What follows belongs to an exercise in optimizing a design on an open flow for small area, a short achievable clock period and few clock cycles; a production flow would make more cautious choices. The RTL was checked by simulation tests, not by an equivalence proof against the original design. Power figures rest on the tool's default switching activity, not on a simulated workload.

**flow/standard.sh**
```bash
#!/bin/bash
# synth_recipe.tcl (not shown) runs the flow's synth.tcl, then flattens the netlist and writes it again
# the make line also repeats each setting of config.mk as NAME=value (left out here)
make -C /OpenROAD-flow-scripts/flow DESIGN_CONFIG=/design/flow/config.mk WORK_HOME=/design/flow/orfs CLKGATE_MAP_FILE= SYNTH_SCRIPT=/design/flow/synth_recipe.tcl "${@:-finish}"
```
**flow/flow/run.sh**
```bash
#!/bin/bash
# Layout flow: the standard flow, with timing repair aimed below the period
# (repair_timing's setup margin) and plain buffers on the ports; the constraints
# are the standard flow's, unchanged.
bash standard.sh SETUP_SLACK_MARGIN=7.0 "BUFFER_PORTS_ARGS=-buffer_cell sky130_fd_sc_hd__buf_2" finish > standard.log 2>&1
```
**flow/constraint.sdc**
```tcl
create_clock -name core_clock -period 12.0 [get_ports {clk}]
set_input_delay 2.4000 -clock core_clock [delete_from_list [all_inputs] [get_ports {clk}]]
set_output_delay 2.4000 -clock core_clock [all_outputs]
set_load 0.01 [all_outputs]
```
**flow/design.v**
```verilog
`timescale 1ns / 1ps
module top_module(clk,rst,mem_addr,mem_wdata,mem_rdata,mem_rd,mem_wr,mem_ready);
  input clk,rst;
  output [15:0] mem_addr,mem_wdata;
  input  [15:0] mem_rdata;
  output mem_rd,mem_wr;
  input  mem_ready;
  reg sF, sW, sJ, sD1, sD2, sSW, sJR, sJ2;    
  reg pinc;                      
  reg xp;                        
  reg [15:0] PC;
  reg [15:0] IR, MDR;
  reg fS, fZ, fV, fC;
  reg [15:0] R0,R1,R2,R3,R4,R5,R6,R7;
  reg [7:0] vld;                 
  function [9:0] dec;            
    input [6:0] op;
    reg alu;
    begin
      alu = op[6] & ~op[2] & (~op[5] | (op[4:3] == 2'b00));
      dec[9] = (op[6:2] == 5'b00111);
      dec[8] = (op[6:2] == 5'b00101);
      dec[7] = ((op[6:2] == 5'b01001) | (op[6:2] == 5'b01011) | (op[6:2] == 5'b01101)) & (op[1:0] != 2'b11);
      dec[6] = (op[6:3] == 4'b1101);
      dec[5] = alu;
      dec[4] = (op[6:1] == 6'b011101);
      dec[3] = (op == 7'b0111001);
      dec[2] = (op == 7'b0111000);
      dec[1] = (op[6:4] == 3'b000);
      dec[0] = (op[6:1] == 6'b011101 & op[0]) | (alu & (op[1:0] == 2'b11)) | (op[6:4] == 3'b000 & op[3]);
    end
  endfunction
  wire [6:0] op = IR[15:9];
  wire [2:0] rb = IR[8:6], rx = IR[5:3], rd = IR[2:0];
  wire [9:0] di = dec(op);
  wire i_jr = di[9], i_jal = di[8], i_jcc = di[7], i_neg = di[6], i_alu = di[5],
       i_ld = di[4], i_mov = di[3], i_ldi = di[2], i_st = di[1], i_ind = di[0];
  wire [1:0] mode = op[1:0];
  wire [2:0] fn = op[5:3];
  wire i_mem = i_ld | (i_alu & mode[1]) | i_st;
  wire [9:0] dn = dec(mem_rdata[15:9]);
  wire n_jr = dn[9];
  wire n_two = dn[8] | dn[7] | dn[4] | dn[2] | dn[1] | (dn[5] & (mem_rdata[10:9] != 2'b01));
  wire n_x1 = dn[3] | dn[6] | (dn[5] & (mem_rdata[10:9] == 2'b01));
  reg cond;
  always @(*) begin
    case ({op[4:3], op[1:0]})
      4'b0000: cond = 1'b1;
      4'b0001: cond = fZ;
      4'b0010: cond = ~fZ;
      4'b0100: cond = fC;
      4'b0101: cond = ~fC;
      4'b0110: cond = fV;
      4'b1000: cond = ~fV;
      4'b1001: cond = fS;
      4'b1010: cond = ~fS;
      default: cond = 1'b0;
    endcase
  end
  reg [7:0] psel, qsel;           
  wire [7:0] pdec = psel;
  wire [7:0] qdec = qsel;
  wire [15:0] P = ({16{pdec[0]}} & R0) | ({16{pdec[1]}} & R1) | ({16{pdec[2]}} & R2) | ({16{pdec[3]}} & R3) |
                  ({16{pdec[4]}} & R4) | ({16{pdec[5]}} & R5) | ({16{pdec[6]}} & R6) | ({16{pdec[7]}} & R7);
  wire [15:0] Q = ({16{qdec[0]}} & R0) | ({16{qdec[1]}} & R1) | ({16{qdec[2]}} & R2) | ({16{qdec[3]}} & R3) |
                  ({16{qdec[4]}} & R4) | ({16{qdec[5]}} & R5) | ({16{qdec[6]}} & R6) | ({16{qdec[7]}} & R7);
  wire a_en = i_alu;                               
  wire b_mdr = ~(i_mov | i_neg | (i_alu & mode == 2'b01));
  wire sub = i_neg | (i_alu & (fn == 3'b001 | fn == 3'b100));
  wire f_and = i_alu & (fn == 3'b010);
  wire f_or  = i_alu & (fn == 3'b011);
  wire [15:0] A = a_en ? Q : 16'd0;
  wire [15:0] B = b_mdr ? MDR : P;
  wire [15:0] Bx = B ^ {16{sub}};
  wire [16:0] sum = {1'b0, A} + {1'b0, Bx} + {16'd0, sub};
  wire ovf = (A[15] == Bx[15]) & (sum[15] != A[15]);
  wire [15:0] res = f_and ? (A & B) : f_or ? (A | B) : sum[15:0];
  wire arith = ~(f_and | f_or);
  wire [15:0] hs = A ^ Bx;
  wire [15:0] kc = {A[14:0] | Bx[14:0], sub};
  wire zsum = ~|(hs ^ kc);
  wire zr = f_and ? ~|(A & B) : f_or ? ~|(A | B) : zsum;
  wire x_wr = xp & (i_ldi | i_mov | i_ld | i_neg | i_jal | (i_alu & fn != 3'b100));
  wire x_fl = xp & i_alu;
  wire ea  = sW & i_mem;
  wire xp_ = ea | sJR;                            
  wire rm  = ea | sJ2 | (sJ & cond);
  wire cin = ~xp_;
  wire [15:0] X = xp_ ? P : PC;
  wire [15:0] Y = ea ? Q : 16'd0;
  wire [15:0] M = mem_rdata & {16{rm}};
  wire [15:0] cs = X ^ Y ^ M;
  wire [15:0] cc = (X & Y) | (X & M) | (Y & M);
  wire [15:0] adr = cs + {cc[14:0], cin};
  assign mem_rd = sF | sW | (sJ & cond) | sD1 | sD2 | sJ2;    
  assign mem_wr = sSW;
  assign mem_addr = (sF | sW | sJ | sJ2) ? PC : MDR;
  assign mem_wdata = P;
  wire done = mem_ready;
  wire [7:0] vldn = vld | ({7'd0, x_wr} << rd);
  always @(posedge clk or negedge rst) begin
    if (!rst) begin
      sF <= 1'b1; sW <= 1'b0; sJ <= 1'b0; sD1 <= 1'b0; sD2 <= 1'b0; sSW <= 1'b0; sJR <= 1'b0; sJ2 <= 1'b0;
      xp <= 1'b0; pinc <= 1'b0;
      PC <= 16'd0;
      fS <= 1'b0; fZ <= 1'b0; fV <= 1'b0; fC <= 1'b0;
      vld <= 8'd0;
    end else begin
      xp <= 1'b0;
      pinc <= 1'b0;
      if (x_fl) begin
        fS <= res[15]; fZ <= zr;
        fC <= arith & sum[16]; fV <= arith & ovf;
      end
      vld <= vldn;
      if (pinc) PC <= adr;                        
      if (sF & done) begin
        PC <= adr;
        sF <= ~(n_two | n_jr);
        xp <= n_x1;
        sW <= n_two & ~dn[7];
        sJ <= dn[7];
        sJR <= n_jr;
      end
      if (sJ & (done | ~cond)) begin
        PC <= adr; sJ <= 1'b0; sF <= 1'b1;
      end
      if (sW & done) begin
        sW <= 1'b0;
        if (i_mem) begin
          pinc <= 1'b1;
          if (i_ind) sD1 <= 1'b1;
          else if (i_st) sSW <= 1'b1;
          else sD2 <= 1'b1;
        end else if (i_jal) begin
          sJ2 <= 1'b1;                            
        end else begin
          PC <= adr;
          sF <= 1'b1;
          xp <= 1'b1;
        end
      end
      if (sJ2 & done) begin
        PC <= adr; sJ2 <= 1'b0; sF <= 1'b1; xp <= 1'b1;
      end
      if (sD1 & done) begin
        sD1 <= 1'b0;
        if (i_st) sSW <= 1'b1; else sD2 <= 1'b1;
      end
      if (sD2 & done) begin
        sD2 <= 1'b0; sF <= 1'b1; xp <= 1'b1;
      end
      if (sSW & done) begin
        sSW <= 1'b0; sF <= 1'b1;
      end
      if (sJR) begin
        sJR <= 1'b0; sF <= 1'b1; PC <= adr;
      end
    end
  end
  always @(posedge clk) begin
    if (sF & done) begin
      psel <= (8'b1 << ((dn[6] | n_jr) ? mem_rdata[2:0] : mem_rdata[8:6])) & vldn;
      qsel <= (8'b1 << (n_two ? mem_rdata[5:3] : mem_rdata[2:0])) & vldn;
    end else if (sW & done) begin
      psel <= (8'b1 << rd) & vldn;
      qsel <= (8'b1 << rd) & vldn;
    end
    if (sF & done) IR <= mem_rdata;
    if (sW & done & (i_mem | i_jal)) MDR <= adr;
    else if ((sW | sD1 | sD2) & done) MDR <= mem_rdata;
  end
  wire [15:0] wdat = res;
  always @(posedge clk) begin
    if (x_wr) begin
      case (rd)
        3'd0: R0 <= wdat; 3'd1: R1 <= wdat; 3'd2: R2 <= wdat; 3'd3: R3 <= wdat;
        3'd4: R4 <= wdat; 3'd5: R5 <= wdat; 3'd6: R6 <= wdat; default: R7 <= wdat;
      endcase
    end
  end
endmodule
```
**flow/config.mk**
```make
export PLATFORM = sky130hd
export DESIGN_NAME = top_module
export DESIGN_NICKNAME = top_module
export VERILOG_FILES = /design/flow/design.v
export SDC_FILE = /design/flow/constraint.sdc
export NUM_CORES = 4
export LEC_CHECK = 0
export ABC_AREA = 1
export CAP_MARGIN = 20
export CORE_MARGIN = 2
export CORE_UTILIZATION = 70
export CTS_BUF_LIST = sky130_fd_sc_hd__clkbuf_8
export CTS_CLUSTER_DIAMETER = 60
export CTS_CLUSTER_SIZE = 14
export SLEW_MARGIN = 20
export SYNTH_MEMORY_MAX_BITS = 16384
```
==> impl_metrics.ini, run 1 <==
[worst_setup_path]
critPathLaunch = psel[0]
r2r_end = MDR[15]
reg2regPathDepth = 19
r2r-start = qsel[3]
crit_required_ps = 9600
start_kind = register
worstSetupEndpoint = mem_wdata[6]
criticalPathCategory = reg2out
r2r_slack_ps = 7290
arrival_ps = 2630
worst-path-max-fanout = 13
crit_path_end_kind = output port

[pwr]
powerDensity_nw_per_um2 = 246
swShare_pct = 47.6
power_switching_mw = 1.65
p_int_mw = 1.82
pwr-share-seq_pct = 34.5
ir_drop_mv = 0.186
pwr-share-clk_pct = 12.8
pwr-share-comb_pct = 52.6
p_leak_nw = 6.43

[detailed_routing]
routed.top_layer = met4
postRouteAntennaNets = 0
wl_met1_um = 14600
wire_per_inst_um = 21.8
dr.first_iter.drc_count = 1766
drc = 0
drt_first_pass_iters = 7
vias = 11900
wl_met3_um = 6430
routed-wl-met2_um = 17600
vias_per_cell = 6.37
routed_wl_um = 40600

[floorplan]
row_count = 49
die_h_um = 141
coreArea_um2 = 18100
chipWidth_um = 141
die-area_um2 = 19800
initial_core_util_pct = 72.1
ios = 53

[timing]
tightest_slew_ps = 1130
maxSlewViolCount = 0
post-route-min-period_ps = 5030
fin_skew_ps = 42.7
period_share_pct = 41.9
rsz0062_at_grt = yes
worst_slack_ps = 6970
hold_viol = 0
maxSlewHeadroom_pct = 23.6
tns_ps = 0
setup_violations = 0
fmax_ghz = 0.199

[global_route]
antenna_found_initial = 0
gr-total-overflow = 0
grt_max_degree = 39
grt.total_usage_pct = 41.0
grt_pass1_wl_um = 61500
grt_pass1_vias = 11100

[cells_and_area]
drive_above_1_share_pct = 9.61
utilization_pct = 77.7
nNetsFinal = 1701
final_cells = 1863
synthToLayoutAreaGrowth_pct = 7.74
diodes = 0

[worst_hold_path]
hold_path.class = reg2reg

[cts]
clkSlewWorstSetupHoldPaths_ps = 80
cts_hold_buffers = 0
clockBufferDepth = 3
htreeDepth = 1
cts_tree = built
clock_latency_ps = 580
clockRootBuffer = clkbuf_8
cts_buffers = 20
cts.sinks = 208

[logic_synthesis]
yosysWarnings = 1
synthArstFlopShare_pct = 18.3
synth_edf_count = 170
synth-seq-cells = 208
synthesis.area_um2 = 13100
ys_types = 54
ys.flop_type = edfxtp_1
synth_fp_nets = 1653
syn_inst = 1572
seq_area_frac_synth_pct = 46.3
avgSynthCellArea_um2 = 8.32

[placement]
gp_congestion = 1.03
port_buffers = 52
dp.cells = 1819
post-dp-hpwl_um = 28900
place_ws_ps = 6570

[job]
max_cap_violations = 0

[run_status]
status = complete, no violations
## timing repair
item / CTS / global route
setup buffers: 0 / 7
setup endpoints to repair: 39 / 41
gates resized for setup: 6 / 9
pin swaps: 0 / 1
## power by group through the flow
| stage | Clock [mW] | Sequential [mW] | Combinational (mW) |
|---|---|---|---|
| floorplan | 0 | 1.10 | 1.25 |
| global placement | 0 | 1.20 | 1.67 |
| detailed placement | 0 | 1.21 | 1.72 |
| CTS | 0.439 | 1.19 | 1.74 |
| global route | 0.463 | 1.20 | 1.98 |
| finish | 0.445 | 1.20 | 1.83 |
## critical path, stage by stage, from the launching register on
cell and delay [ps]:
edfxtp_1 850, inv_1 260, o21ai_0 300, a21oi_1 90
nand4_1 350, buf_2 210
## logic make-up (layout without fill, tap and decap cells)
group | count (synthesis) | in the layout | synth area share (%)
buffers and inverters | 260 | 322 | 7.64
DFF | 208 | 208 | 46.3
muxes | 12 | 12 | 0.995
xor gates and xnor gates | 55 | 55 | 3.68
and+or+nand+nor | 723 | 723 | 23.2
adders and majority gates | 62 | 62 | 6.91
AOI/OAI and AO/OA | 252 | 252 | 11.3
## Yosys cell counts, drive strengths merged (2+ instances only)
cell type | count | area (um2)
nor3 | 24 | 120
clkinv | 2 | 7.51
o211ai | 3 | 22.5
o22ai | 10 | 62.6
nand3b | 2 | 15.0
a22oi | 2 | 15.0
a21o | 3 | 22.5
o2111ai | 2 | 17.5
mux2i | 4 | 40.0
clkbuf | 36 | 135
a31oi | 3 | 18.8
buf | 12 | 68.8
nand2b | 2 | 12.5
nand4 | 27 | 169
nor4 | 6 | 37.5
a22o | 17 | 149
a221oi | 17 | 149
edfxtp | 170 | 5100
dfrtp | 37 | 926
xnor2 | 16 | 140
fa | 17 | 340
nor2 | 75 | 294
or2 | 9 | 56.3
o21ai | 112 | 561
inv | 210 | 788
a2111oi | 2 | 17.5
a21boi | 3 | 22.5
nand2 | 506 | 1940
mux2 | 8 | 90.1
xor2 | 39 | 342
nand3 | 69 | 370
a21oi | 70 | 354
ha | 45 | 563
o21bai | 4 | 30.0
## routing by layer
metal | GRT usage (%) | up-vias
met3 | 9.85 | 175
met5 | 0 | -
met1 | 57.3 | 5391
li1 | - | 5314
met2 | 63.8 | 986
met4 | 14.3 | 0
## state kept, by name, indices dropped and copies added, names as in the netlist, 8 cells and up
name / count
vld: 8
R2: 16
MDR: 16
PC: 16
R0: 16
R3: 16
IR: 10
psel: 8
R4: 16
R5: 16
R6: 16
qsel: 8
R1: 16
R7: 16
## cells in the final DEF, fill, tap and decap left out, drive strengths merged, types with 37 or more instances in the layout
cell type	count
buf	74
nor2	75
nand3	69
edfxtp	170
ha	45
dfrtp	37
xor2	39
a21oi	70
inv	220
nand2	506
o21ai	112
## layout make-up
cell class | count | area [um2]
repair buffers | 74 | 439
fillers | 1308 | 4050
clock inverters | 16 | 121
multi-input cells | 1104 | 6120
clock buffers | 20 | 275
inverters | 212 | 796
flip-flops and latches | 208 | 6060
well taps | 229 | 287
## worst min path at each step
stage                     from  end  slack [ps]  cells past startpoint
after detailed placement   sJR  sJR         460                      1
after global placement     sJR  sJR         450                      1
final                      sJR  sJR         470                      1
after CTS                  sJR  sJR         470                      1
after global routing       sJR  sJR         510                      1
after floorplan            sJR  sJR         430                      1
## per-stage QoR
stage               hold WS, ps  power [mW]  instance area [um2]
floorplan                   431        2.35                13100
global placement            450        2.88                13500
detailed placement          459        2.92                13500
CTS                         472        3.36                14000
global route                509        3.64                14100
finish                      467        3.47                14100
Testbench counts, summed over its fixed seeds: cycles 7,362.
==> inputs of run 2 (changes only) <==
--- a/flow/design.v
+++ b/flow/design.v
@@ -58,19 +58,20 @@
     endcase
   end
   reg [7:0] psel, qsel;           
+  reg pm;                         
   wire [7:0] pdec = psel;
   wire [7:0] qdec = qsel;
   wire [15:0] P = ({16{pdec[0]}} & R0) | ({16{pdec[1]}} & R1) | ({16{pdec[2]}} & R2) | ({16{pdec[3]}} & R3) |
-                  ({16{pdec[4]}} & R4) | ({16{pdec[5]}} & R5) | ({16{pdec[6]}} & R6) | ({16{pdec[7]}} & R7);
+                  ({16{pdec[4]}} & R4) | ({16{pdec[5]}} & R5) | ({16{pdec[6]}} & R6) | ({16{pdec[7]}} & R7) |
+                  ({16{pm}} & MDR);
   wire [15:0] Q = ({16{qdec[0]}} & R0) | ({16{qdec[1]}} & R1) | ({16{qdec[2]}} & R2) | ({16{qdec[3]}} & R3) |
                   ({16{qdec[4]}} & R4) | ({16{qdec[5]}} & R5) | ({16{qdec[6]}} & R6) | ({16{qdec[7]}} & R7);
   wire a_en = i_alu;                               
-  wire b_mdr = ~(i_mov | i_neg | (i_alu & mode == 2'b01));
   wire sub = i_neg | (i_alu & (fn == 3'b001 | fn == 3'b100));
   wire f_and = i_alu & (fn == 3'b010);
   wire f_or  = i_alu & (fn == 3'b011);
   wire [15:0] A = a_en ? Q : 16'd0;
-  wire [15:0] B = b_mdr ? MDR : P;
+  wire [15:0] B = P;
   wire [15:0] Bx = B ^ {16{sub}};
   wire [16:0] sum = {1'b0, A} + {1'b0, Bx} + {16'd0, sub};
   wire ovf = (A[15] == Bx[15]) & (sum[15] != A[15]);
@@ -162,9 +163,11 @@
     if (sF & done) begin
       psel <= (8'b1 << ((dn[6] | n_jr) ? mem_rdata[2:0] : mem_rdata[8:6])) & vldn;
       qsel <= (8'b1 << (n_two ? mem_rdata[5:3] : mem_rdata[2:0])) & vldn;
+      pm <= 1'b0;
     end else if (sW & done) begin
-      psel <= (8'b1 << rd) & vldn;
+      psel <= (8'b1 << rd) & vldn & {8{i_st}};     
       qsel <= (8'b1 << rd) & vldn;
+      pm <= ~i_st;
     end
     if (sF & done) IR <= mem_rdata;
     if (sW & done & (i_mem | i_jal)) MDR <= adr;
==> flow/flow/run.sh (replaced) <==
#!/bin/bash
# Layout flow: the standard flow, with timing repair aimed below the period
# (repair_timing's setup margin) and plain buffers on the ports; the constraints
# are the standard flow's, unchanged.
bash standard.sh SETUP_SLACK_MARGIN=7.25 "BUFFER_PORTS_ARGS=-buffer_cell sky130_fd_sc_hd__buf_2" finish > standard.log 2>&1
==> impl_metrics.ini, run 2 <==
[run_status]
status = complete, no violations

[logic_synthesis]
ys_types = 59
seq_area_frac_synth_pct = 45.7
syn_inst = 1570
yosysTopAreaCell = edfxtp_1
synth-seq-cells = 209
synthArstFlopShare_pct = 18.2
synth_fp_nets = 1651
synthesis.area_um2 = 13300
ys.flop_type = edfxtp_1
yosysWarnings = 1
yosysMostFrequentCell = nand2_1
synth_top_area_share_pct = 38.4
synth_edf_count = 170
synth_commonest_cells = nand2_1, edfxtp_1, inv_1
synthTopCellsByArea = edfxtp_1, nand2_1, dfrtp_1
avgSynthCellArea_um2 = 8.46

[cts]
clockBufferDepth = 3
clock_latency_ps = 550
cts.sinks = 209
clkSlewWorstSetupHoldPaths_ps = 90
cts_tree = built
clockRootBuffer = clkbuf_8
htreeDepth = 1
cts_hold_buffers = 0
cts_buffers = 19

[worst_setup_path]
crit_path_end_kind = output port
start_kind = register
worst-path-max-fanout = 12
arrival_ps = 2280
criticalPathCategory = reg2out
crit_required_ps = 9600

[timing]
fin_skew_ps = 33.1
hold_viol = 0
tightest_slew_ps = 1190
tns_ps = 0
rsz0062_at_grt = yes
fmax_ghz = 0.214
period_share_pct = 39.0
post-route-min-period_ps = 4680
maxSlewHeadroom_pct = 20.1
maxSlewViolCount = 0
setup_violations = 0
holdWs_ps = 504

[global_route]
grt.total_usage_pct = 41.3
gr-total-overflow = 0
antenna_found_initial = 0
grt_pass1_vias = 11100
grt_max_degree = 39
grt_pass1_wl_um = 61800

[job]
max_cap_violations = 0

[floorplan]
coreArea_um2 = 18600
initial_core_util_pct = 71.3
chipWidth_um = 142
ios = 53
row_count = 50
die_h_um = 142
die-area_um2 = 20100

[pwr]
ir_drop_mv = 0.204
power.total_mw = 3.75
powerDensity_nw_per_um2 = 263
p_leak_nw = 6.42

[cells_and_area]
final_common_cell = nand2_1
n_fill_cell = 1344
drive_above_1_share_pct = 12.7
final_cell_mix = nand2_1, edfxtp_1, inv_1, nor2_1
synthToLayoutAreaGrowth_pct = 7.25
final_cells = 1862
diodes = 0
nNetsFinal = 1702

[detailed_routing]
drc = 0
dr.first_iter.drc_count = 1655
postRouteAntennaNets = 0
wire_per_inst_um = 22.3
routed_wl_um = 41500
drt_first_pass_iters = 9
vias = 11900
vias_per_cell = 6.39

[placement]
gp_congestion = 0.983
dp.cells = 1808
port_buffers = 52
post-dp-hpwl_um = 29600

[worst_hold_path]
hold_path.class = reg2reg
run 2: cell count changes after synthesis, moves of 14 or more:
cell,delta
nand2_1,+15
clkbuf_1,-19
inv_1,-41
o21ai_0,-37
nand4_1,+14
nor2_1,+17
run 2: power breakdown:
group,switching (mW),internal (mW)
clock,0.247,0.155
sequential,0.151,1.08
combinational,1.42,0.689
run 2: layout make-up:
cell class | instances | area, um2 | share of cell area [%]
clock inverters | 8 | 41.3 | 0.290
repair buffers | 90 | 606 | 4.25
flip-flops and latches | 209 | 6080 | 42.7
clock buffers | 20 | 275 | 1.93
well taps | 234 | 293 | 2.05
inverters | 174 | 667 | 4.68
multi-input cells | 1127 | 6290 | 44.1
run 2: per-stage QoR:
| step | utilization [%] | cell area (um2) | worst slack, ps |
|---|---|---|---|
| 2_1_floorplan | - | 13300 | 7220 |
| 3_3_place_gp | 72.9 | 13600 | 6580 |
| 3_5_place_dp | 72.9 | 13600 | 6410 |
| 4_1_cts | 75.7 | 14100 | 7260 |
| 5_1_grt | 76.4 | 14200 | 7210 |
| 6_report | 76.4 | 14200 | 7320 |
run 2: per-layer routing:
metal	GRT usage [%]	vias to the layer above	part of all wire, %
met3	8.37	147	14
li1	-	5318	-
met4	16.0	0	4.6
met1	58.4	5473	37
met5	0	-	0
met2	63.7	953	44
run 2: worst max-delay path, stage by stage (launching register included):
cell and delay (ps):
edfxtp_1 400, buf_4 220, nand2_1 80, nand2_1 50
a21oi_1 100, nand4_1 90, nor2_1 550, inv_1 100
buf_2 160
run 2: kinds of logic (layout without fill, tap and decap cells):
kind of cell / after synthesis / in the layout / synth area share [%]
xor+xnor: 47 / 47 / 3.10
compound gates: 213 / 213 / 9.44
buf+inv: 234 / 292 / 7.74
fa+ha+maj: 62 / 62 / 6.80
flops: 209 / 209 / 45.7
mux: 15 / 15 / 1.27
simple gates: 790 / 790 / 25.9
run 2: worst paths after layout:
| path | from | to | slack, ps | depth (start not counted) |
|---|---|---|---|---|
| worst min-delay path | sJR | sJR | 500 | 1 |
| worst max-delay path | psel[2] | mem_wdata[14] | 7320 | 8 |
| min in group asynchronous | rst | PC[12] | 2000 | 1 |
| worst max register to register | IR[13] | MDR[12] | 7520 | 20 |
| max in group asynchronous | rst | vld[2] | 9360 | 1 |
| worst min register to register | sJR | sJR | 500 | 1 |
run 2: what timing repair did:
item	4_1_cts	5_1_grt
gates resized for setup	6	15
endpoints found under the setup margin	44	36
buffers inserted	17	8
pin swaps	0	1
Testbench counts of run 2, summed over its fixed seeds: cycles 7,362.
==> inputs of run 3 (changes only) <==
--- a/flow/config.mk
+++ b/flow/config.mk
@@ -8,7 +8,7 @@
 export ABC_AREA = 1
 export CAP_MARGIN = 20
 export CORE_MARGIN = 2
-export CORE_UTILIZATION = 70
+export CORE_UTILIZATION = 75
 export CTS_BUF_LIST = sky130_fd_sc_hd__clkbuf_8
 export CTS_CLUSTER_DIAMETER = 60
 export CTS_CLUSTER_SIZE = 14
==> impl_metrics.ini, run 3 <==
[run_status]
status = complete, no violations

[cts]
htreeDepth = 1
cts.sinks = 209
clockBufferDepth = 3
cts_tree = built
cts_buffers = 20
clock_latency_ps = 550
clockRootBuffer = clkbuf_8
clkSlewWorstSetupHoldPaths_ps = 90

[timing]
tightest_slew_ps = 1170
maxSlewViolCount = 0
fmax_ghz = 0.213
fin_skew_ps = 31.3
setup_violations = 0
period_share_pct = 39.1
post-route-min-period_ps = 4690
rsz0062_at_grt = yes
tns_ps = 0
maxSlewHeadroom_pct = 21.1
hold_viol = 0

[floorplan]
initial_core_util_pct = 76.8
ios = 53
row_count = 48
coreArea_um2 = 17300
die-area_um2 = 18800
die_h_um = 137
chipWidth_um = 137

[worst_setup_path]
crit_required_ps = 9600
arrival_ps = 2290
cp_cell_sequence = buf_12, nand2_1, nand2_1, a21oi_1, nand4_1, nor2_1, inv_1, buf_2
r2r_end = MDR[13]
criticalPathCategory = reg2out
reg2regPathDepth = 25
start_kind = register
critPathMaxStageDelay_ps = 430
crit_top_cell = nand2_1
crit_path_end_kind = output port
worst-path-max-fanout = 11
r2r_slack_ps = 7440
crit_slowest_cell = edfxtp_1
worstSetupEndpoint = mem_wdata[4]
r2r-start = IR[12]
critPathLaunch = psel[1]

[detailed_routing]
postRouteAntennaNets = 0
routed_wl_um = 41200
drc = 0
wire_per_inst_um = 22.2
dr.first_iter.drc_count = 1763
drt_first_pass_iters = 6
vias = 12100
vias_per_cell = 6.52

[pwr]
p_leak_nw = 6.44
powerDensity_nw_per_um2 = 266
ir_drop_mv = 0.171

[global_route]
grt_pass1_wl_um = 61300
grt_max_degree = 39
met1_usage_pct = 59.4
grt.total_usage_pct = 44.5
gr-total-overflow = 0
grt_pass1_vias = 11200
grt_util_met2_pct = 67.6
gr-max-usage-layer = met2
grt_use_met3_pct = 11.7
antenna_found_initial = 0

[logic_synthesis]
yosysWarnings = 1
synth_mux_area_share_pct = 1.27
synth_fp_nets = 1651
syn_inst = 1570
synth-simple-area-share_pct = 25.9
synth_top_family_by_area = simple AND/OR/NAND/NOR gates
ys.flop_type = edfxtp_1
avgSynthCellArea_um2 = 8.46
synth-seq-cells = 209
synth_fa_ha_area_share_pct = 6.80
synth-xor-area-share_pct = 3.10
seq_area_frac_synth_pct = 45.7
yosysTopAreaCell = edfxtp_1
ys_types = 59
synth_compound_area_share_pct = 9.44
synth_edf_count = 170
synthArstFlopShare_pct = 18.2
synth_top_area_share_pct = 38.4
synthTopCellsByArea = edfxtp_1, nand2_1, dfrtp_1
synthesis.area_um2 = 13300
yosysMostFrequentCell = nand2_1
synth_commonest_cells = nand2_1, edfxtp_1, inv_1

[cells_and_area]
utilization_pct = 82.5
n_fill_cell = 1100
final_common_cell = nand2_1
drive_above_1_share_pct = 12.5
synthToLayoutAreaGrowth_pct = 7.38
final_cell_mix = nand2_1, inv_1, edfxtp_1, nor2_1, nand3_1
diodes = 0
nNetsFinal = 1696

[placement]
gp_congestion = 0.995
port_buffers = 52
post-dp-hpwl_um = 29100

[worst_hold_path]
hold_path.class = reg2reg

[job]
max_cap_violations = 0
[run 3: changes by cell type in the layout (fill, tap and decap cells not counted), sizes merged]
cell and delta:
buf -7, clkinv +1, clkinvlp -1, inv +8
[run 3: worst min-delay path by stage]
| stage | startpoint | depth (start not counted) | end | slack (ps) |
|---|---|---|---|---|
| floorplan | sJR | 1 | sJR | 440 |
| global placement | sJR | 1 | sJR | 460 |
| detailed placement | vld[3] | 1 | vld[3] | 470 |
| CTS | sJR | 1 | sJR | 490 |
| global route | sJR | 1 | sJR | 500 |
| finish | vld[3] | 1 | vld[3] | 500 |
[run 3: timing repair]
item	CTS	global route
pin swaps	0	3
setup endpoints to repair	46	36
gates resized for setup	9	14
setup buffers	15	6
hold buffers	0	0
gates cloned	0	0
[run 3: routing by layer]
metal / wire (um) / vias to the layer above / share of wire [%]
met5: 0 / - / 0
met4: 2660 / 0 / 6.4
met3: 6570 / 214 / 16
met2: 17900 / 1076 / 43
met1: 14100 / 5468 / 34
li1: - / 5329 / -
[run 3: kinds of logic (layout without fill, tap and decap cells)]
logic type | count (synthesis) | in the layout
AO/OA/AOI/OAI | 213 | 213
XOR/XNOR | 47 | 47
adder cells (fa/ha/maj) | 62 | 62
buffers and inverters | 234 | 293
flip-flops | 209 | 209
multiplexers | 15 | 15
AND/OR/NAND/NOR | 790 | 790
[run 3: area by class of cell]
cell class	instances	area, um2	share of cell area (%)
flip-flops and latches	209	6080	42.6
repair buffers	83	568	3.98
clock inverters	16	92.6	0.649
well taps	225	282	1.97
inverters	174	667	4.68
multi-input cells	1127	6300	44.2
clock buffers	20	275	1.93
[run 3: critical path, delay by kind of cell (launching register included)]
family | cells | cell delay [ps]
AND/OR/NAND/NOR | 4 | 650
flip-flops | 1 | 430
buffers and inverters | 3 | 540
AO/OA/AOI/OAI | 1 | 130
[run 3: power by group]
group,internal (mW),switching [mW],leakage (nW),total (mW)
Sequential,1.09,0.150,2.03,1.24
Clock,0.164,0.258,0.227,0.422
Combinational,0.687,1.45,4.18,2.13
Total,1.94,1.86,6.44,3.79
[run 3: through the flow]
stage / area (um2) / cells / worst slack (ps) / hold slack, ps / power, mW
after global routing: 14300 / 1854 / 7250 / 504 / 3.97
after global placement: 13600 / 1797 / 6530 / 463 / 3.12
after floorplan: 13300 / 1570 / 7220 / 435 / 2.60
after detailed placement: 13600 / 1797 / 6440 / 468 / 3.18
final: 14300 / 1854 / 7310 / 497 / 3.79
after CTS: 14100 / 1848 / 7260 / 488 / 3.64
==> inputs of run 4 (changes only) <==
--- a/flow/config.mk
+++ b/flow/config.mk
@@ -8,9 +8,9 @@
 export ABC_AREA = 1
 export CAP_MARGIN = 20
 export CORE_MARGIN = 2
-export CORE_UTILIZATION = 75
+export CORE_UTILIZATION = 70
 export CTS_BUF_LIST = sky130_fd_sc_hd__clkbuf_8
 export CTS_CLUSTER_DIAMETER = 60
-export CTS_CLUSTER_SIZE = 14
+export CTS_CLUSTER_SIZE = 10
 export SLEW_MARGIN = 20
 export SYNTH_MEMORY_MAX_BITS = 16384
==> impl_metrics.ini, run 4 <==
[detailed_routing]
dr.first_iter.drc_count = 1817
drc = 0
postRouteAntennaNets = 0
wire_per_inst_um = 22.2
wl_met3_um = 6120
vias = 11900
vias_per_cell = 6.33
routed_wl_um = 41700
routed.top_layer = met4
drt_first_pass_iters = 8
routed-wl-met2_um = 18100
wl_met1_um = 15200

[cells_and_area]
nNetsFinal = 1704
drive_above_1_share_pct = 12.9
final_common_cell = nand2_1
n_fill_cell = 1336
final_cell_mix = nand2_1, inv_1, edfxtp_1, nor2_1
diodes = 0
synthToLayoutAreaGrowth_pct = 8.10
final_cells = 1876

[placement]
gp_congestion = 0.983
post-dp-hpwl_um = 29600
port_buffers = 52
place_ws_ps = 6410
dp.cells = 1808

[timing]
rsz0062_at_grt = no
maxSlewViolCount = 0
setup_violations = 0
post-route-min-period_ps = 4710
tightest_slew_ps = 1180
fmax_ghz = 0.212
period_share_pct = 39.2
worst_slack_ps = 7290
fin_skew_ps = 17.9
hold_viol = 0
holdWs_ps = 500
tns_ps = 0
maxSlewHeadroom_pct = 20.8

[worst_setup_path]
crit_path_end_kind = output port
worst-path-buf-inv = 1
start_kind = register
crit_required_ps = 9600
crit_slowest_cell = edfxtp_1
cp_cell_sequence = nand2_1, nand2_1, a221oi_1, nand4_1, buf_2
arrival_ps = 2310
criticalPathCategory = reg2out
critPathMaxStageDelay_ps = 520
worst-path-max-fanout = 4
crit_top_cell = nand2_1
cp_top_family = simple AND/OR/NAND/NOR gates

[floorplan]
coreArea_um2 = 18600
chipWidth_um = 142
die-area_um2 = 20100
ios = 53
row_count = 50
die_h_um = 142
initial_core_util_pct = 71.3

[logic_synthesis]
synth_fp_nets = 1651
synth_top_area_share_pct = 38.4
seq_area_frac_synth_pct = 45.7
synthArstFlopShare_pct = 18.2
synth_commonest_cells = nand2_1, edfxtp_1, inv_1
synth_edf_count = 170
avgSynthCellArea_um2 = 8.46
ys_types = 59
yosysTopAreaCell = edfxtp_1
syn_inst = 1570
ys.flop_type = edfxtp_1
synth-seq-cells = 209
synthesis.area_um2 = 13300
synthTopCellsByArea = edfxtp_1, nand2_1, dfrtp_1
yosysMostFrequentCell = nand2_1
yosysWarnings = 1

[global_route]
antenna_found_initial = 0
grt_pass1_vias = 11200
gr-total-overflow = 0
grt_pass1_wl_um = 62500
grt.total_usage_pct = 41.7
grt_max_degree = 39

[worst_hold_path]
hold_path.class = reg2reg

[cts]
cts_hold_buffers = 0
clockBufferDepth = 3
cts_tree = built
cts.sinks = 209
cts_buffers = 25
htreeDepth = 1
clkSlewWorstSetupHoldPaths_ps = 70
clock_latency_ps = 580
clockRootBuffer = clkbuf_8

[pwr]
power.total_mw = 3.82
power_switching_mw = 1.85
swShare_pct = 48.4
pwr-share-comb_pct = 55.4
powerDensity_nw_per_um2 = 266
pwr-share-seq_pct = 32.4
p_int_mw = 1.97
p_leak_nw = 6.51
ir_drop_mv = 0.192
pwr-share-clk_pct = 12.1

[job]
max_cap_violations = 0

[run_status]
status = complete, no violations
-- run 4: changes by cell type in the layout (fill, tap and decap cells not counted), moves of 2 or more --
cell        before  now
inv_1          173  180
buf_4           25   28
clkbuf_8        20   25
o21ai_1         10    8
nor4_4           5    3
nor4_2           2    4
nor2_2          11   13
clkinvlp_4       0    2
-- run 4: cell families after synthesis --
group / after synthesis / share of synthesized area [%]
simple gates: 790 / 25.9
buf+inv: 234 / 7.74
compound gates: 213 / 9.44
flops: 209 / 45.7
fa+ha+maj: 62 / 6.80
xor+xnor: 47 / 3.10
mux: 15 / 1.27
-- run 4: per-layer routing --
layer / up-vias / track usage [%]
met5: - / 0
met4: 0 / 18.7
met3: 160 / 7.56
met2: 913 / 63.9
met1: 5449 / 59.1
li1: 5348 / -
-- run 4: per-stage QoR --
step                      util [%]  cell area, um2
final                         77.0           14400
after CTS                     76.6           14300
after floorplan                  -           13300
after global placement        72.9           13600
after detailed placement      72.9           13600
after global routing          77.0           14400
-- run 4: power groups by stage --
| stage | logic [mW] | clock network [mW] | registers, mW |
|---|---|---|---|
| 4_1_cts | 2.02 | 0.463 | 1.23 |
| 6_report | 2.12 | 0.463 | 1.24 |
| 2_1_floorplan | 1.46 | 0 | 1.14 |
| 5_1_grt | 2.28 | 0.491 | 1.24 |
| 3_3_place_gp | 1.86 | 0 | 1.28 |
| 3_5_place_dp | 1.92 | 0 | 1.28 |
-- run 4: timing repair --
item	4_1_cts	5_1_grt
buffers inserted	18	4
gates resized for setup	6	18
setup endpoints to repair	47	36
pin swaps	0	1
cloned	0	0
-- run 4: path summary, 6_finish.rpt --
check                      depth (start not counted)    start  slack, ps       endpoint
max reg2reg                                       20   IR[13]       7500        MDR[12]
min reg2reg                                        1      sJR        500            sJR
min                                                1      sJR        500            sJR
min in group asynchronous                          1      rst       1960             fC
max in group asynchronous                          1      rst       9410         vld[2]
max                                                5  psel[4]       7290  mem_wdata[15]
-- run 4: final cells by class --
type,instances,area (um2),area share (%)
multi-input combinational,1127,6290,43.8
timing repair buffer,86,591,4.11
sequential,209,6080,42.3
clock inverter,21,93.8,0.653
inverter,174,669,4.66
clock buffer,25,344,2.40
tap,234,293,2.04
-- run 4: worst register-to-register path: stages, from the launching register on --
cell	delay, ps
edfxtp_1	440
inv_2	100
nand2_1	470
nand3_2	190
nand2_2	170
nand2_4	220
nand2_1	220
o21ai_0	150
fa_1	500
inv_1	40
ha_2	180
fa_2	360
nand3_2	80
nand3_2	90
a21boi_2	240
o21ai_2	110
a31oi_1	260
o21ai_1	120
xor2_1	180
nand2_1	70
nand2_1	60
==> inputs of run 5 (changes only) <==
==> flow/flow/run.sh (replaced) <==
#!/bin/bash
# Layout flow: the standard flow, with timing repair aimed below the period
# (repair_timing's setup margin) and plain buffers on the ports; the constraints
# are the standard flow's, unchanged.
bash standard.sh SETUP_SLACK_MARGIN=7.35 "BUFFER_PORTS_ARGS=-buffer_cell sky130_fd_sc_hd__buf_2" finish > standard.log 2>&1
--- a/flow/config.mk
+++ b/flow/config.mk
@@ -11,6 +11,6 @@
 export CORE_UTILIZATION = 70
 export CTS_BUF_LIST = sky130_fd_sc_hd__clkbuf_8
 export CTS_CLUSTER_DIAMETER = 60
-export CTS_CLUSTER_SIZE = 10
+export CTS_CLUSTER_SIZE = 14
 export SLEW_MARGIN = 20
 export SYNTH_MEMORY_MAX_BITS = 16384
==> impl_metrics.ini, run 5 <==
[run_status]
status = complete, no violations

[timing]
post-route-min-period_ps = 4790
tns_ps = 0
maxSlewHeadroom_pct = 15.2
setup_violations = 0
period_share_pct = 39.9
fmax_ghz = 0.209
tightest_slew_ps = 1260
hold_viol = 0
maxSlewViolCount = 0
rsz0062_at_grt = yes
fin_skew_ps = 27.7
holdWs_ps = 496

[detailed_routing]
vias = 11900
vias_per_cell = 6.30
drc = 0
postRouteAntennaNets = 0
drt_first_pass_iters = 6
dr.first_iter.drc_count = 1792
wire_per_inst_um = 22.0
routed_wl_um = 41300

[cts]
cts.sinks = 209
clockRootBuffer = clkbuf_8
cts_buffers = 20
clock_latency_ps = 570
clkSlewWorstSetupHoldPaths_ps = 90
htreeDepth = 1
cts_hold_buffers = 0
clockBufferDepth = 3
cts_tree = built

[pwr]
p_leak_nw = 6.56
swShare_pct = 48.3
ir_drop_mv = 0.230
power_switching_mw = 1.84
powerDensity_nw_per_um2 = 263
pwr-share-comb_pct = 56.5
power.total_mw = 3.81
pwr-share-seq_pct = 32.4
p_int_mw = 1.97
pwr-share-clk_pct = 11.1

[worst_setup_path]
cp_top_family = buffers and inverters
crit_required_ps = 9600
crit_path_end_kind = output port
criticalPathCategory = reg2out
cp_cell_sequence = buf_4, clkbuf_16, a21oi_1, nand4_1, nor2_2, inv_1, buf_2
critPathMaxStageDelay_ps = 450
start_kind = register
crit_slowest_cell = edfxtp_1
worst-path-max-fanout = 7
worst-path-buf-inv = 4
arrival_ps = 2390

[logic_synthesis]
synth_mux_area_share_pct = 1.27
seq_area_frac_synth_pct = 45.7
synth-seq-cells = 209
synth_compound_area_share_pct = 9.44
synthesis.area_um2 = 13300
yosysWarnings = 1
synth-xor-area-share_pct = 3.10
synthArstFlopShare_pct = 18.2
yosysMostFrequentCell = nand2_1
yosysTopAreaCell = edfxtp_1
synth_top_family_by_area = simple AND/OR/NAND/NOR gates
ys_types = 59
synth_fa_ha_area_share_pct = 6.80
ys.flop_type = edfxtp_1
synth-simple-area-share_pct = 25.9
synthTopCellsByArea = edfxtp_1, nand2_1, dfrtp_1
syn_inst = 1570
synth_edf_count = 170
synth_commonest_cells = nand2_1, edfxtp_1, inv_1
avgSynthCellArea_um2 = 8.46
synth_top_area_share_pct = 38.4
synth_fp_nets = 1651

[floorplan]
die-area_um2 = 20100
row_count = 50
coreArea_um2 = 18600
die_h_um = 142
chipWidth_um = 142
initial_core_util_pct = 71.3
ios = 53

[cells_and_area]
final_cells = 1880
drive_above_1_share_pct = 13.7
utilization_pct = 77.7
diodes = 0
synthToLayoutAreaGrowth_pct = 9.05
n_fill_cell = 1302
nNetsFinal = 1713
final_common_cell = nand2_1
final_cell_mix = nand2_1, inv_1, edfxtp_1, nor2_1

[global_route]
grt_pass1_wl_um = 61700
antenna_found_initial = 0
grt.total_usage_pct = 41.2
grt_max_degree = 39
grt_pass1_vias = 11000
gr-total-overflow = 0

[job]
max_cap_violations = 0

[placement]
gp_congestion = 0.976
port_buffers = 52
dp.cells = 1806
post-dp-hpwl_um = 29000

[worst_hold_path]
hold_path.class = reg2reg
run 5: metrics by stage:
stage          setup WS [ps]  area, um2
2_1_floorplan           7220      13300
3_3_place_gp            6570      13600
3_5_place_dp            6420      13600
4_1_cts                 7320      14300
5_1_grt                 7290      14500
6_report                7210      14500
run 5: power by group through the flow:
stage	registers, mW	clock network, mW	logic, mW
6_report	1.24	0.422	2.15
5_1_grt	1.24	0.444	2.33
4_1_cts	1.22	0.419	2.03
3_5_place_dp	1.29	0	1.91
3_3_place_gp	1.28	0	1.87
2_1_floorplan	1.14	0	1.47
run 5: logic make-up (layout without fill, tap and decap cells):
| group | Yosys count | after routing |
|---|---|---|
| AOI/OAI and AO/OA | 213 | 213 |
| xor gates and xnor gates | 47 | 47 |
| adders and majority gates | 62 | 62 |
| buffers and inverters | 234 | 310 |
| DFF | 209 | 209 |
| muxes | 15 | 15 |
| and+or+nand+nor | 790 | 790 |
run 5: cell type report:
class	count	area [um2]	area share [%]
inverters	174	667	4.60
clock inverters	16	91.3	0.631
clock buffers	20	275	1.90
multi-input cells	1127	6350	43.9
well taps	234	293	2.02
repair buffers	100	729	5.04
flip-flops and latches	209	6080	42.0
run 5: layer usage:
metal	wire length, um	vias up	GRT usage [%]
met2	18400	921	63.4
met4	1810	0	15.7
met5	0	-	0
met1	15100	5431	60.0
li1	-	5357	-
met3	5960	144	6.01
run 5: worst paths after layout:
path                          from            to  slack [ps]  depth (start not counted)
min in group asynchronous      rst        PC[13]        1990                          1
max reg2reg                 IR[12]       MDR[12]        7540                         22
min reg2reg                    sJR           sJR         500                          1
max in group asynchronous      rst            sJ        9390                          1
min                            sJR           sJR         500                          1
max                        psel[0]  mem_wdata[3]        7210                          7
run 5: what timing repair did:
item / in CTS / in global routing
setup endpoints to repair: 51 / 46
pin swaps: 1 / 3
gates resized for setup: 11 / 19
gates cloned: 0 / 1
setup buffers: 26 / 11

static timing again, ports no longer ideal:
Ports are ideal in the flow. The routed layouts listed here were re-timed in OpenROAD. Step 1 assumes that a clkbuf_16 drives the clock port and a buf_2 every other input. Step 2 adds t to the input delays and takes it off the output delays; t is the mean of the earliest and latest rising clock arrival at the registers after step 1. Input paths then give back, and output paths get back, about the clock's delay inside the block. a / b / c = ideal ports / drivers / drivers and shift; a / b = the first two.
run | t, ns | slack for setup (ns) | hold slack, ns | worst setup path after step 2
run 1 | 0.603 | 6.972 / 6.930 / 6.630 | 0.467 / 0.467 / 0.467 | input to register
run 2 | 0.579 | 7.324 / 7.280 / 6.895 | 0.504 / 0.504 / 0.504 | input to register
run 3 | 0.579 | 7.308 / 7.264 / 6.839 | 0.497 / 0.497 / 0.497 | input to register
run 4 | 0.611 | 7.293 / 7.249 / 6.851 | 0.500 / 0.500 / 0.500 | input to register
run 5 | 0.598 | 7.212 / 7.169 / 6.880 | 0.496 / 0.496 / 0.496 | input to register
After both steps setup and hold are still met in every run listed. For run 3, which loses most, drivers alone change the setup slack by -0.044 ns; drivers and shift together by -0.469 ns.
